Source: an optimization exercise on an open RTL-to-GDS flow (aim: small area). Production flows keep margins and buffers that such runs may drop.
The RTL was checked by simulation tests, not by an equivalence proof against the original design.
No driver is modelled on the clock port, so clocking that relies on it looks cheaper here than on a real chip.
Power is estimated from default activity; no workload was simulated.

`flow/run.sh`:
```
#!/bin/bash
# Own layout flow: the standard synthesis, then its combinational logic
# mapped again with a stronger, area-oriented ABC script (the flip-flops,
# their names and cell types are kept as the standard synthesis made them),
# then the standard layout, with 1x buffers on the ports and the clock
# buffered by hand (three clkbuf_16 straight from the clock port, see
# manual_cts.tcl) in place of TritonCTS's tree.
# Each tool's output goes to a log file of its own in the work folder.
set -euo pipefail
W=$(pwd)
F=$W/flow
R=$W/orfs/results/$FLOW_PLATFORM/temp_top/base
L=$W/orfs/logs/$FLOW_PLATFORM/temp_top/base
LIB=$FLOW_HOME/platforms/$FLOW_PLATFORM/lib/sky130_fd_sc_hd__tt_025C_1v80.lib
YOSYS=$FLOW_HOME/../tools/install/yosys/bin/yosys
[[ -x $YOSYS ]] || YOSYS=$(command -v yosys)

# 1. standard synthesis
bash standard.sh "$R/1_2_yosys.v" > "$W/flow_synth.log" 2>&1
cp "$R/1_2_yosys.v" "$W/std_1_2_yosys.v"

# 2. remap the combinational logic: rounds of ABC runs with different seeds,
#    each round starting from the smallest netlist so far
python3 "$F/gen_models.py" "$LIB" "$W/combmodels.v" > "$W/flow_models.log" 2>&1
DONT_USE=$(grep -o -- '-dont_use [A-Za-z0-9_]*' "$L/1_2_yosys.log" | sort -u | tr '\n' ' ')
area() { grep 'Chip area' "$1" | tail -1 | awk '{print $NF}'; }

cur=$W/std_1_2_yosys.v
best=""
for round in 1 2 3 4 5 6 7; do
  for s in 1 2 3 4; do
    tag=r${round}_s${s}
    seed=$(( (round - 1) * 4 + s ))
    sed "s/&deepsyn -T 30/\&deepsyn -T 120 -S $seed/" "$F/remap.abc" > "$W/remap_$tag.abc"
    cat > "$W/remap_$tag.ys" <<EOF
read_liberty -lib $LIB
read_verilog -overwrite $W/combmodels.v
read_verilog $cur
hierarchy -top $FLOW_TOP
flatten
proc
techmap
opt -fast -purge
abc -liberty $LIB $DONT_USE -script $W/remap_$tag.abc
opt_clean -purge
hilomap -singleton -hicell sky130_fd_sc_hd__conb_1 HI -locell sky130_fd_sc_hd__conb_1 LO
insbuf -buf sky130_fd_sc_hd__buf_4 A X
opt_clean -purge
stat -liberty $LIB
write_verilog -noattr -nohex -nodec $W/remap_$tag.v
EOF
    "$YOSYS" -s "$W/remap_$tag.ys" > "$W/flow_remap_$tag.log" 2>&1 &
  done
  wait
  for s in 1 2 3 4; do
    tag=r${round}_s${s}
    a=$(area "$W/flow_remap_$tag.log" || true)
    [[ -n "$a" && -s "$W/remap_$tag.v" ]] || continue
    if [[ -z "$best" ]] || python3 -c "import sys; sys.exit(0 if $a < $best else 1)"; then
      best=$a; cur=$W/remap_$tag.v
    fi
  done
  echo "round $round: best $best from $cur" >> "$W/flow_remap_rounds.log"
done

cat > "$W/remap_check.ys" <<EOF
read_liberty -lib $LIB
read_verilog $cur
hierarchy -top $FLOW_TOP
check -assert -mapped
stat -liberty $LIB
EOF
"$YOSYS" -s "$W/remap_check.ys" > "$W/flow_remap_check.log" 2>&1
cp "$cur" "$R/1_2_yosys.v"

# 3. standard layout from the remapped netlist
export BUFFER_PORTS_ARGS="-buffer_cell sky130_fd_sc_hd__buf_1"
export PRE_CTS_TCL="$F/manual_cts.tcl"
export CTS_ARGS="-sink_clustering_enable -repair_clock_nets -buf_list {sky130_fd_sc_hd__clkbuf_4 sky130_fd_sc_hd__clkbuf_8} -root_buf sky130_fd_sc_hd__clkbuf_8 -dont_use_dummy_load -sink_clustering_size 12"
bash standard.sh > "$W/flow_layout.log" 2>&1
```
`flow/gen_models.py`:
```
#!/usr/bin/env python3
"""Write a Verilog model (assign statements) of every combinational cell of a
liberty file, so that Yosys can flatten a mapped netlist's gates back into
logic while the flip-flops stay as library cells.
usage: gen_models.py LIB OUT.v"""
import re
import sys

lib = open(sys.argv[1]).read()
out = []
for c in re.split(r'\n\s*cell\s*\(', lib)[1:]:
    name = re.match(r'\s*"?(\w+)"?', c).group(1)
    if re.search(r'\n\s*(ff|ff_bank|latch|latch_bank|statetable)\s*\(', c):
        continue
    ins, outs = [], []
    for m in re.finditer(r'(?<![\w])pin\s*\(\s*"?(\w+)"?\s*\)\s*\{', c):
        body = c[m.end():]
        d = re.search(r'direction\s*:\s*"?(\w+)"?', body).group(1)
        if d == 'input':
            ins.append(m.group(1))
        elif d == 'output':
            head = body.split('timing')[0]
            f = re.search(r'function\s*:\s*"([^"]*)"', head)
            outs.append((m.group(1), f.group(1) if f else None))
    if not outs or any(f is None or 'VPWR' in f or 'VGND' in f for _, f in outs):
        continue
    s = 'module %s(%s);\n' % (name, ', '.join(ins + [o for o, _ in outs]))
    for i in ins:
        s += '  input %s;\n' % i
    for o, f in outs:
        s += '  output %s;\n  assign %s = %s;\n' % (o, o, f.replace('!', '~'))
    out.append(s + 'endmodule\n')
open(sys.argv[2], 'w').write(''.join(out))
print(len(out), 'combinational cell models')
```
`flow/manual_cts.tcl`:
```
# Clock buffering by hand: the flip-flop clock pins on net clk are split
# into NB groups by position (NB columns, by x), and each group gets one
# clock buffer at its centroid, driven straight from the clock port.
proc manual_clock_buffers { nb cell } {
  set block [ord::get_db_block]
  set net [$block findNet clk]
  set sinks {}
  foreach it [$net getITerms] {
    if { [$it isInputSignal] || [$it isClocked] } {
      set inst [$it getInst]
      set loc [$inst getLocation]
      lappend sinks [list [lindex $loc 0] [lindex $loc 1] [$inst getName]/[[$it getMTerm] getName]]
    }
  }
  set n [llength $sinks]
  # split by x into nb columns
  set byx [lsort -integer -index 0 $sinks]
  set groups {}
  for { set g 0 } { $g < $nb } { incr g } {
    set lo [expr { $g * $n / $nb }]
    set hi [expr { ($g + 1) * $n / $nb - 1 }]
    lappend groups [lrange $byx $lo $hi]
  }
  set dbu [$block getDbUnitsPerMicron]
  set i 0
  foreach grp $groups {
    set sx 0; set sy 0; set pins {}
    foreach s $grp {
      set sx [expr { $sx + [lindex $s 0] }]
      set sy [expr { $sy + [lindex $s 1] }]
      lappend pins [get_pins [lindex $s 2]]
    }
    set c [llength $grp]
    set x [expr { double($sx) / $c / $dbu }]
    set y [expr { double($sy) / $c / $dbu }]
    insert_buffer -buffer_cell $cell -net clk -load_pins $pins -location [list $x $y] -buffer_name clkbuf_m$i -net_name clknet_m$i
    puts "clock buffer clkbuf_m$i: $c sinks at ($x, $y)"
    incr i
  }
}

# Sourced by ORFS's cts.tcl before clock_tree_synthesis (PRE_CTS_TCL): buffer
# the clock by hand with three clkbuf_16, then keep TritonCTS off these nets.
manual_clock_buffers 3 sky130_fd_sc_hd__clkbuf_16
set_cts_config -skip_nets {clk clknet_m0 clknet_m1 clknet_m2}
```
`flow/remap.abc`:
```
strash
&get -n
&deepsyn -T 30
&put
strash
dch -f
amap
topo
```
`standard.sh`:
```
#!/bin/bash
# synth_recipe.tcl (not shown) runs the flow's synth.tcl, then flattens the netlist and writes it again
# the make line also repeats each setting of config.mk as NAME=value (left out here)
make -C /OpenROAD-flow-scripts/flow DESIGN_CONFIG=/design/flow/config.mk WORK_HOME=/design/flow/orfs CLKGATE_MAP_FILE= SYNTH_SCRIPT=/design/flow/synth_recipe.tcl "${@:-finish}"
```
`config.mk`:
```
export PLATFORM = sky130hd
export DESIGN_NAME = temp_top
export DESIGN_NICKNAME = temp_top
export VERILOG_FILES = /design/flow/design.v
export SDC_FILE = /design/flow/constraint.sdc
export NUM_CORES = 4
export LEC_CHECK = 0
export CAP_MARGIN = 20
export CORE_MARGIN = 2
export CORE_UTILIZATION = 70
export CTS_BUF_LIST = sky130_fd_sc_hd__clkbuf_8
export SLEW_MARGIN = 20
```
`constraint.sdc`:
```
create_clock -name core_clock -period 250.0 [get_ports {clk}]
set_input_delay 50.0000 -clock core_clock [delete_from_list [all_inputs] [get_ports {clk}]]
set_output_delay 50.0000 -clock core_clock [all_outputs]
set_load 0.01 [all_outputs]
```
`design.v`:
```
module disp_logic(
    input      [11:0] data,
    input      [1:0]  ro,
    input      [2:0]  pos,
    output reg [7:0]  DIG,
    output     [5:0]  SEL
);
    assign SEL = ~(6'b1 << pos);
    wire [5:0] p = data[10:5];
    reg        hund;
    reg  [3:0] tens;
    reg  [2:0] rm;
    always @(*) begin
        case (p)
            6'd0: {hund, tens, rm} = 8'b0_0000_000;
            6'd1: {hund, tens, rm} = 8'b0_0000_001;
            6'd2: {hund, tens, rm} = 8'b0_0000_010;
            6'd3: {hund, tens, rm} = 8'b0_0000_011;
            6'd4: {hund, tens, rm} = 8'b0_0000_100;
            6'd5: {hund, tens, rm} = 8'b0_0001_000;
            6'd6: {hund, tens, rm} = 8'b0_0001_001;
            6'd7: {hund, tens, rm} = 8'b0_0001_010;
            6'd8: {hund, tens, rm} = 8'b0_0001_011;
            6'd9: {hund, tens, rm} = 8'b0_0001_100;
            6'd10: {hund, tens, rm} = 8'b0_0010_000;
            6'd11: {hund, tens, rm} = 8'b0_0010_001;
            6'd12: {hund, tens, rm} = 8'b0_0010_010;
            6'd13: {hund, tens, rm} = 8'b0_0010_011;
            6'd14: {hund, tens, rm} = 8'b0_0010_100;
            6'd15: {hund, tens, rm} = 8'b0_0011_000;
            6'd16: {hund, tens, rm} = 8'b0_0011_001;
            6'd17: {hund, tens, rm} = 8'b0_0011_010;
            6'd18: {hund, tens, rm} = 8'b0_0011_011;
            6'd19: {hund, tens, rm} = 8'b0_0011_100;
            6'd20: {hund, tens, rm} = 8'b0_0100_000;
            6'd21: {hund, tens, rm} = 8'b0_0100_001;
            6'd22: {hund, tens, rm} = 8'b0_0100_010;
            6'd23: {hund, tens, rm} = 8'b0_0100_011;
            6'd24: {hund, tens, rm} = 8'b0_0100_100;
            6'd25: {hund, tens, rm} = 8'b0_0101_000;
            6'd26: {hund, tens, rm} = 8'b0_0101_001;
            6'd27: {hund, tens, rm} = 8'b0_0101_010;
            6'd28: {hund, tens, rm} = 8'b0_0101_011;
            6'd29: {hund, tens, rm} = 8'b0_0101_100;
            6'd30: {hund, tens, rm} = 8'b0_0110_000;
            6'd31: {hund, tens, rm} = 8'b0_0110_001;
            6'd32: {hund, tens, rm} = 8'b0_0110_010;
            6'd33: {hund, tens, rm} = 8'b0_0110_011;
            6'd34: {hund, tens, rm} = 8'b0_0110_100;
            6'd35: {hund, tens, rm} = 8'b0_0111_000;
            6'd36: {hund, tens, rm} = 8'b0_0111_001;
            6'd37: {hund, tens, rm} = 8'b0_0111_010;
            6'd38: {hund, tens, rm} = 8'b0_0111_011;
            6'd39: {hund, tens, rm} = 8'b0_0111_100;
            6'd40: {hund, tens, rm} = 8'b0_1000_000;
            6'd41: {hund, tens, rm} = 8'b0_1000_001;
            6'd42: {hund, tens, rm} = 8'b0_1000_010;
            6'd43: {hund, tens, rm} = 8'b0_1000_011;
            6'd44: {hund, tens, rm} = 8'b0_1000_100;
            6'd45: {hund, tens, rm} = 8'b0_1001_000;
            6'd46: {hund, tens, rm} = 8'b0_1001_001;
            6'd47: {hund, tens, rm} = 8'b0_1001_010;
            6'd48: {hund, tens, rm} = 8'b0_1001_011;
            6'd49: {hund, tens, rm} = 8'b0_1001_100;
            6'd50: {hund, tens, rm} = 8'b1_0000_000;
            6'd51: {hund, tens, rm} = 8'b1_0000_001;
            6'd52: {hund, tens, rm} = 8'b1_0000_010;
            6'd53: {hund, tens, rm} = 8'b1_0000_011;
            6'd54: {hund, tens, rm} = 8'b1_0000_100;
            6'd55: {hund, tens, rm} = 8'b1_0001_000;
            6'd56: {hund, tens, rm} = 8'b1_0001_001;
            6'd57: {hund, tens, rm} = 8'b1_0001_010;
            6'd58: {hund, tens, rm} = 8'b1_0001_011;
            6'd59: {hund, tens, rm} = 8'b1_0001_100;
            6'd60: {hund, tens, rm} = 8'b1_0010_000;
            6'd61: {hund, tens, rm} = 8'b1_0010_001;
            6'd62: {hund, tens, rm} = 8'b1_0010_010;
            6'd63: {hund, tens, rm} = 8'b1_0010_011;
            default: {hund, tens, rm} = 8'b0;
        endcase
    end
    wire [3:0] units = {rm, data[4]};
    wire [3:0] nm = data[3:0] & ~(4'b0111 >> ro);
    reg  [3:0] dk0, dk1, dk2, dk3;
    always @(*) begin
        case (nm)
            4'd0: {dk0, dk1, dk2, dk3} = 16'h0000;
            4'd1: {dk0, dk1, dk2, dk3} = 16'h0625;
            4'd2: {dk0, dk1, dk2, dk3} = 16'h1250;
            4'd3: {dk0, dk1, dk2, dk3} = 16'h1875;
            4'd4: {dk0, dk1, dk2, dk3} = 16'h2500;
            4'd5: {dk0, dk1, dk2, dk3} = 16'h3125;
            4'd6: {dk0, dk1, dk2, dk3} = 16'h3750;
            4'd7: {dk0, dk1, dk2, dk3} = 16'h4375;
            4'd8: {dk0, dk1, dk2, dk3} = 16'h5000;
            4'd9: {dk0, dk1, dk2, dk3} = 16'h5625;
            4'd10: {dk0, dk1, dk2, dk3} = 16'h6250;
            4'd11: {dk0, dk1, dk2, dk3} = 16'h6875;
            4'd12: {dk0, dk1, dk2, dk3} = 16'h7500;
            4'd13: {dk0, dk1, dk2, dk3} = 16'h8125;
            4'd14: {dk0, dk1, dk2, dk3} = 16'h8750;
            4'd15: {dk0, dk1, dk2, dk3} = 16'h9375;
            default: {dk0, dk1, dk2, dk3} = 16'h0000;
        endcase
    end
    wire [3:0] sgn  = data[11] ? 4'd11 : 4'd10;
    wire [3:0] hdig = hund ? 4'd1 : 4'd10;
    reg  [3:0] tmp;
    reg        point;
    always @(*) begin
        point = 1'b1;
        tmp   = 4'd10;
        case ({ro, pos})
            {2'd3, 3'd0}: tmp = tens;
            {2'd3, 3'd1}: begin tmp = units; point = 1'b0; end
            {2'd3, 3'd2}: tmp = dk0;
            {2'd3, 3'd3}: tmp = dk1;
            {2'd3, 3'd4}: tmp = dk2;
            {2'd3, 3'd5}: tmp = dk3;
            {2'd0, 3'd0}: tmp = sgn;
            {2'd0, 3'd2}: tmp = hdig;
            {2'd0, 3'd3}: tmp = tens;
            {2'd0, 3'd4}: begin tmp = units; point = 1'b0; end
            {2'd0, 3'd5}: tmp = dk0;
            {2'd1, 3'd0}: tmp = sgn;
            {2'd1, 3'd1}: tmp = hdig;
            {2'd1, 3'd2}: tmp = tens;
            {2'd1, 3'd3}: begin tmp = units; point = 1'b0; end
            {2'd1, 3'd4}: tmp = dk0;
            {2'd1, 3'd5}: tmp = dk1;
            {2'd2, 3'd0}: tmp = sgn;
            {2'd2, 3'd1}: tmp = tens;
            {2'd2, 3'd2}: begin tmp = units; point = 1'b0; end
            {2'd2, 3'd3}: tmp = dk0;
            {2'd2, 3'd4}: tmp = dk1;
            {2'd2, 3'd5}: tmp = dk2;
            default: tmp = 4'd10;
        endcase
    end
    always @(*) begin
        case (tmp)
            4'd0 : DIG = {point, 7'b100_0000};
            4'd1 : DIG = {point, 7'b111_1001};
            4'd2 : DIG = {point, 7'b010_0100};
            4'd3 : DIG = {point, 7'b011_0000};
            4'd4 : DIG = {point, 7'b001_1001};
            4'd5 : DIG = {point, 7'b001_0010};
            4'd6 : DIG = {point, 7'b000_0010};
            4'd7 : DIG = {point, 7'b111_1000};
            4'd8 : DIG = {point, 7'b000_0000};
            4'd9 : DIG = {point, 7'b001_0000};
            4'd10: DIG = {point, 7'b111_1111};
            default: DIG = {point, 7'b011_1111};
        endcase
    end
endmodule
module temp_top #(parameter MS_200 = 24'd400_000)(
    input               clk,
    input               rst_n,
    input       [2:0]   key_in,
    input               dq_in,
    output reg          dq_out,
    output      [5:0]   SEL,
    output      [7:0]   DIG
);
    reg  [15:0] fcnt;
    wire        tick = (fcnt == 16'h98c6);
    reg  [2:0]  q;                               
    reg  [1:0]  ax;                              
    wire        end400 = tick & (&q);
    always @(posedge clk or negedge rst_n) begin
        if (!rst_n) begin
            fcnt <= 16'h218c;
            q    <= 3'd0;
            ax   <= 2'd0;
        end else begin
            fcnt <= {fcnt[14:12], fcnt[11] ^ tick, fcnt[10:0], fcnt[15] ^ fcnt[2]};
            if (tick) begin
                q  <= q + 3'd1;
                ax <= (ax == 2'd0) ? 2'd2 : (ax == 2'd2) ? 2'd3 : 2'd0;
            end
        end
    end
    reg  [2:0]  pos;
    always @(*) begin
        case ({ax ^ 2'd2, q[0]})
            3'b00_1: pos = 3'd0;
            3'b00_0: pos = 3'd3;
            3'b01_1: pos = 3'd4;
            3'b01_0: pos = 3'd1;
            3'b10_1: pos = 3'd2;
            default: pos = 3'd5;
        endcase
    end
    reg  [2:0]  k0x;                             
    wire [2:0]  k0 = k0x ^ 3'b001;
    reg         nreg, add_flag, dd;
    reg  [19:0] dcnt;
    wire        E   = add_flag & (dcnt == 20'h96226);    
    wire        run = add_flag & ~E;
    always @(posedge clk or negedge rst_n) begin
        if (!rst_n) begin
            k0x      <= 3'b000;
            nreg     <= 1'b0;
            add_flag <= 1'b0;
            dd       <= 1'b0;
        end else begin
            k0x      <= key_in ^ 3'b001;
            nreg     <= |(~key_in & k0);
            add_flag <= nreg | run;
            dd       <= E;
        end
    end
    always @(posedge clk)
        dcnt <= run ? {~dcnt[18:0], ~(dcnt[19] ^ dcnt[2])} : 20'd0;
    wire        anypress = dd & ~(&k0);
    localparam [3:0] S_IDLE   = 4'b0000,
                     S_INIT0  = 4'b0100,
                     S_INIT1  = 4'b0101,
                     S_SKROM  = 4'b0110,
                     S_SET0   = 4'b1110,
                     S_SET1   = 4'b1111,
                     S_SET2   = 4'b1101,
                     S_SET3   = 4'b1100,
                     S_CONVW  = 4'b0010,
                     S_READW  = 4'b1010,
                     S_CONVR  = 4'b0011,
                     S_READR0 = 4'b1011,
                     S_READR1 = 4'b1001,
                     S_INIT1P = 4'b0111,     
                     S_CONVD  = 4'b0001;     
    reg  [3:0]  st;
    reg  [11:0] cnt;
    reg  [2:0]  bitc;
    reg  [12:0] sr;          
    reg  [11:0] data;        
    reg         valid;
    reg  [1:0]  rn;          
    reg  [1:0]  ron;         
    wire [1:0]  r  = ~rn;
    wire [1:0]  ro = ~ron;
    reg         flag_set, flag_convert, flag_read;
    wire s_idle  = (st == S_IDLE);
    wire s_init  = (st == S_INIT0) | (st == S_INIT1) | (st == S_INIT1P);
    wire s_read  = (st == S_CONVR) | (st == S_CONVD) | (st == S_READR0) | (st == S_READR1);
    wire s_write = ~s_idle & ~s_init & ~s_read;
    wire c3999    = &(cnt | ~12'd3999);
    wire cnt_end  = s_init ? ((&bitc[2:1]) & (cnt == 12'd999)) : c3999;
    wire se       = ~s_idle & cnt_end;
    wire byte_end = se & (&bitc);
    wire samp     = (cnt == 12'd600);
    wire ins = ((st == S_READR0) | ((st == S_READR1) & ~bitc[2])) & samp;
    wire [11:0] rd;
    genvar gk;
    generate
        for (gk = 0; gk < 12; gk = gk + 1) begin : g_rd
            assign rd[gk] = sr[(9 * gk + 2) % 13];
        end
    endgenerate
    wire set2idle  = (st == S_SET3)   & byte_end;
    wire conv2idle = (st == S_CONVD);
    wire read2idle = (st == S_READR1) & byte_end;
    reg  [7:0] sbyte;
    always @(*) begin
        case (st)
            S_SKROM: sbyte = 8'hcc;
            S_CONVW: sbyte = 8'h44;
            S_READW: sbyte = 8'hbe;
            S_SET0:  sbyte = 8'h4e;
            S_SET1:  sbyte = 8'h28;
            S_SET2:  sbyte = 8'hf6;
            default: sbyte = {1'b0, r, 5'h1f};
        endcase
    end
    wire sbit = sbyte[bitc];
    always @(*) begin
        if (s_read)
            dq_out = (cnt > 12'd150);
        else if (s_write)
            dq_out = sbit ? (cnt > 12'd350) : (cnt > 12'd3500);
        else
            dq_out = (st != S_INIT0);
    end
    always @(posedge clk or negedge rst_n) begin
        if (!rst_n) begin
            st <= S_IDLE;
        end else begin
            case (st)
                S_IDLE:   if (flag_set | flag_convert | flag_read) st <= S_INIT0;
                S_INIT0:  if (se) st <= S_INIT1;
                S_INIT1:  if (se) st <= S_IDLE; else if (~dq_in) st <= S_INIT1P;
                S_INIT1P: if (se) st <= S_SKROM;
                S_SKROM:  if (byte_end) st <= flag_set ? S_SET0 : flag_convert ? S_CONVW : S_READW;
                S_SET0:   if (byte_end) st <= S_SET1;
                S_SET1:   if (byte_end) st <= S_SET2;
                S_SET2:   if (byte_end) st <= S_SET3;
                S_SET3:   if (byte_end) st <= S_IDLE;
                S_CONVW:  if (byte_end) st <= S_CONVR;
                S_CONVR:  if (samp & dq_in) st <= S_CONVD;
                S_CONVD:  st <= S_IDLE;
                S_READW:  if (byte_end) st <= S_READR0;
                S_READR0: if (byte_end) st <= S_READR1;
                S_READR1: if (byte_end) st <= S_IDLE;
                default:  st <= S_IDLE;
            endcase
        end
    end
    always @(posedge clk) begin
        cnt <= (s_idle | cnt_end | c3999) ? 12'd0 : cnt + 12'd1;
        if (s_idle | (s_init & cnt_end))
            bitc <= 3'd0;
        else if (c3999)
            bitc <= bitc + 3'd1;
        sr <= {ins ? dq_in : sr[0], sr[12:1]};
    end
    always @(posedge clk)
        if (read2idle)
            data <= rd;
    always @(posedge clk or negedge rst_n) begin
        if (!rst_n) begin
            flag_set     <= 1'b0;
            flag_convert <= 1'b0;
            flag_read    <= 1'b0;
            rn           <= 2'd0;
            ron          <= 2'd0;
            valid        <= 1'b0;
        end else begin
            if (anypress)
                flag_set <= 1'b1;
            else if (set2idle)
                flag_set <= 1'b0;
            if (end400)
                flag_convert <= 1'b1;
            else if (conv2idle)
                flag_convert <= 1'b0;
            if (conv2idle)
                flag_read <= 1'b1;
            else if (read2idle)
                flag_read <= 1'b0;
            if (anypress)
                case (k0)
                    3'b011:  rn <= 2'd3;
                    3'b101:  rn <= 2'd2;
                    3'b110:  rn <= 2'd1;
                    default: rn <= 2'd0;
                endcase
            if (read2idle) begin
                valid <= 1'b1;
                ron   <= rn;
            end
        end
    end
    disp_logic u_disp (
        .data (data & {12{valid}}),
        .ro   (ro),
        .pos  (pos),
        .DIG  (DIG),
        .SEL  (SEL)
    );
endmodule
```
==> run notes <==
## worst paths after layout
check                      startpoint     end  slack (ns)  cells after the start
setup / recovery              data[9]  DIG[3]      196.13                     16
hold / removal                  sr[6]   sr[5]        0.35                      0
setup reg to reg               cnt[2]   st[2]      247.02                     14
hold reg to reg                 sr[6]   sr[5]        0.35                      0
max in group asynchronous       rst_n   ax[0]      199.48                      1
min in group asynchronous       rst_n    nreg       49.94                      1
## state kept, by name (all words and copies together) (netlist names)
register and count:
add_flag 1, flag_convert 1, fcnt 16, nreg 1, bitc 3, rn 2
ax 2, q 3, st 4, flag_read 1, sr 13, valid 1
ron 2, k0x 3, dcnt 20, flag_set 1, dd 1, data 12
cnt 12
## worst max-delay path: stages, from the launching register on
cell	delay [ns]
edfxtp_1	0.39
clkinv_1	0.11
nor2_1	0.21
clkinv_1	0.15
nor2_1	0.29
nor3_1	0.10
a31oi_1	0.15
o21ai_0	0.13
o221a_1	0.27
a2111oi_0	0.65
clkinv_1	0.23
o22ai_1	0.36
clkinv_1	0.15
nor2_1	0.15
nor3_1	0.08
a21o_1	0.16
buf_1	0.12
## power groups by stage
stage	logic [mW]	registers, mW	clock network [mW]
after floorplan	0.000937	0.0187	0
after global placement	0.00118	0.0189	0
after detailed placement	0.00130	0.0190	0
after CTS	0.00129	0.0190	0.00458
after global routing	0.00149	0.0189	0.00646
final	0.00126	0.0187	0.00583
## cells in the final DEF, fill, tap and decap left out, drive strengths merged, types with 5 or more instances in the layout
| master | n |
|---|---|
| a21oi | 20 |
| nor2 | 99 |
| dfstp | 5 |
| edfxtp | 12 |
| dfxtp | 48 |
| nor3 | 22 |
| dfrtp | 34 |
| o21ai | 32 |
| clkinv | 59 |
| buf | 20 |
| nor4 | 5 |
| nand2 | 29 |
| nand3 | 11 |
| o22ai | 11 |
| a211oi | 8 |
| a31oi | 9 |
## per-stage QoR
stage / cell area [sq um] / setup slack [ns]
2_1_floorplan: 3990 / 196.89
3_3_place_gp: 4160 / 196.76
3_5_place_dp: 4160 / 196.43
4_1_cts: 4240 / 196.41
5_1_grt: 4240 / 195.59
6_report: 4240 / 196.13
## final cells by class, clock buffers not listed
type / instances / area share [%]
Tap cell: 72 / 2.13
Multi-Input combinational cell: 288 / 34.5
Inverter: 59 / 5.23
Sequential cell: 99 / 54.4
Timing Repair Buffer: 21 / 1.98
## layer usage
metal,global-route usage [%],up-vias,part of all wire [%]
met3,1.47,14,4.7
met1,34.7,1522,44
met2,49.2,129,50
li1,-,1595,-
met5,0,-,0
met4,3.97,0,1.4
==> impl_results.md <==
- Antenna Nets Post-Route: 0
- Hold buffers post-CTS: 0
- Required time worst endpoint: 200.00 ns
- Iter 0 DRT Violations: 191
- Synthesized area per cell: 8.94 sq um
- Crit path DAT: 3.87 ns
- Clock share of power: 22.6%
- Cell Int Power: 0.0206 mW
- Global route overflow: 0
- Vias/cell: 6.01
- Vias: 3,260
- TritonRoute pass-1 iters: 5
- Final hold vios: 0
- Area of the multi-input gates: 1460 sq um
- CP max FO: 6
- Num ports: 21
- Relative slew slack: 38.4%
- Area of the core: 5510 sq um
- Final Net Count: 478
- WL/cell: 14.4 um
- Detailed Place HPWL: 5.93 mm
- Synth warn: 2
- RSZ-0062 raised after global routing: false
- Max-Cap Viols: 0
- FMAX: 18.6 MHz
- Leakage: 1.56 nW
- Switch share: 19.9%
- Crit end category: primary output
- Syn Inst Count: 446
- FILL cells: 417
- Final Slew Violations: 0
- Crit share post-route: 21.5%
- Port buffer count: 20
- Setup TNS: 0 ns
- Switching power: 0.00513 mW
- First-pass GRT wire length: 13.8 mm
- Die Height: 79.5 um
- Initial Util: 72.4%
- Worst-Margin Slew: 0.924 ns
- Placed cell count: 539
- ANT cells: 0
- Mapped Area: 3990 sq um
- Worst min path class: flip-flop to flip-flop
- Largest net degree at the start of global routing: 40
- Status: timing/DRC/antenna clean
- Skew final: 0.00713 ns
- Post-CTS Setup Bufs: 0
- Syn_nets: 452
- Area Overhead vs Synth: 6.24%
- Critical Path Start Type: flip-flop
- GRT Overall Usage: 26.4%
- Fin cells: 542
- Worst-path clk slew: 0.11 ns
- VDD IR max: 0.00000690 V
- FF/Latch Area: 2300 sq um
- Cell Rows: 27
- Initial antenna violation count: 0
- Setup Crit Path Kind: flip-flop to primary output
- Post-Route WL: 7.79 mm
- Worst skew pair latency: 0.17 ns
- GP Congestion: 0.923
- Hold WS: 0.348 ns
- Flop pwr share: 72.5%
- CTS resizes: 0
- Total power: 0.0258 mW
- Share of layout cells above drive strength 1: 2.13%
- Min Tclk post-route: 53.87 ns
- Die ar.: 6320 sq um
- Vias in the first global route: 3,110
- Die Wd: 79.5 um
- Util after Layout: 76.9%
- Proportion of power drawn by combinational gates: 4.9%
- PD cells: 6.08 nW/um^2
- Final setup viols: 0
- # DRC: 0

-- afterwards: timing with drivers on the ports --
The flow's constraints put no driver on any port. The routed layout listed below was extracted and timed again, unchanged, in two steps.
Step 1: set_driving_cell puts a clkbuf_16 on clk and a buf_2 on each other input, an assumption about the parent block.
Step 2 also shifts input and output timing later by t, the mid clock arrival at the registers, as if the neighbouring blocks saw the same clock.
Three values: ideal ports, drivers, drivers and shift; two values: the first two.
t (ns): 0.226
setup slack, ns: 196.130 / 196.071 / 196.297
worst register clock-pin slew, ns: 0.11 / 0.11
After both steps this run still meets setup and hold. For this run, drivers alone change the setup slack by -0.059 ns; drivers and shift together by +0.167 ns.
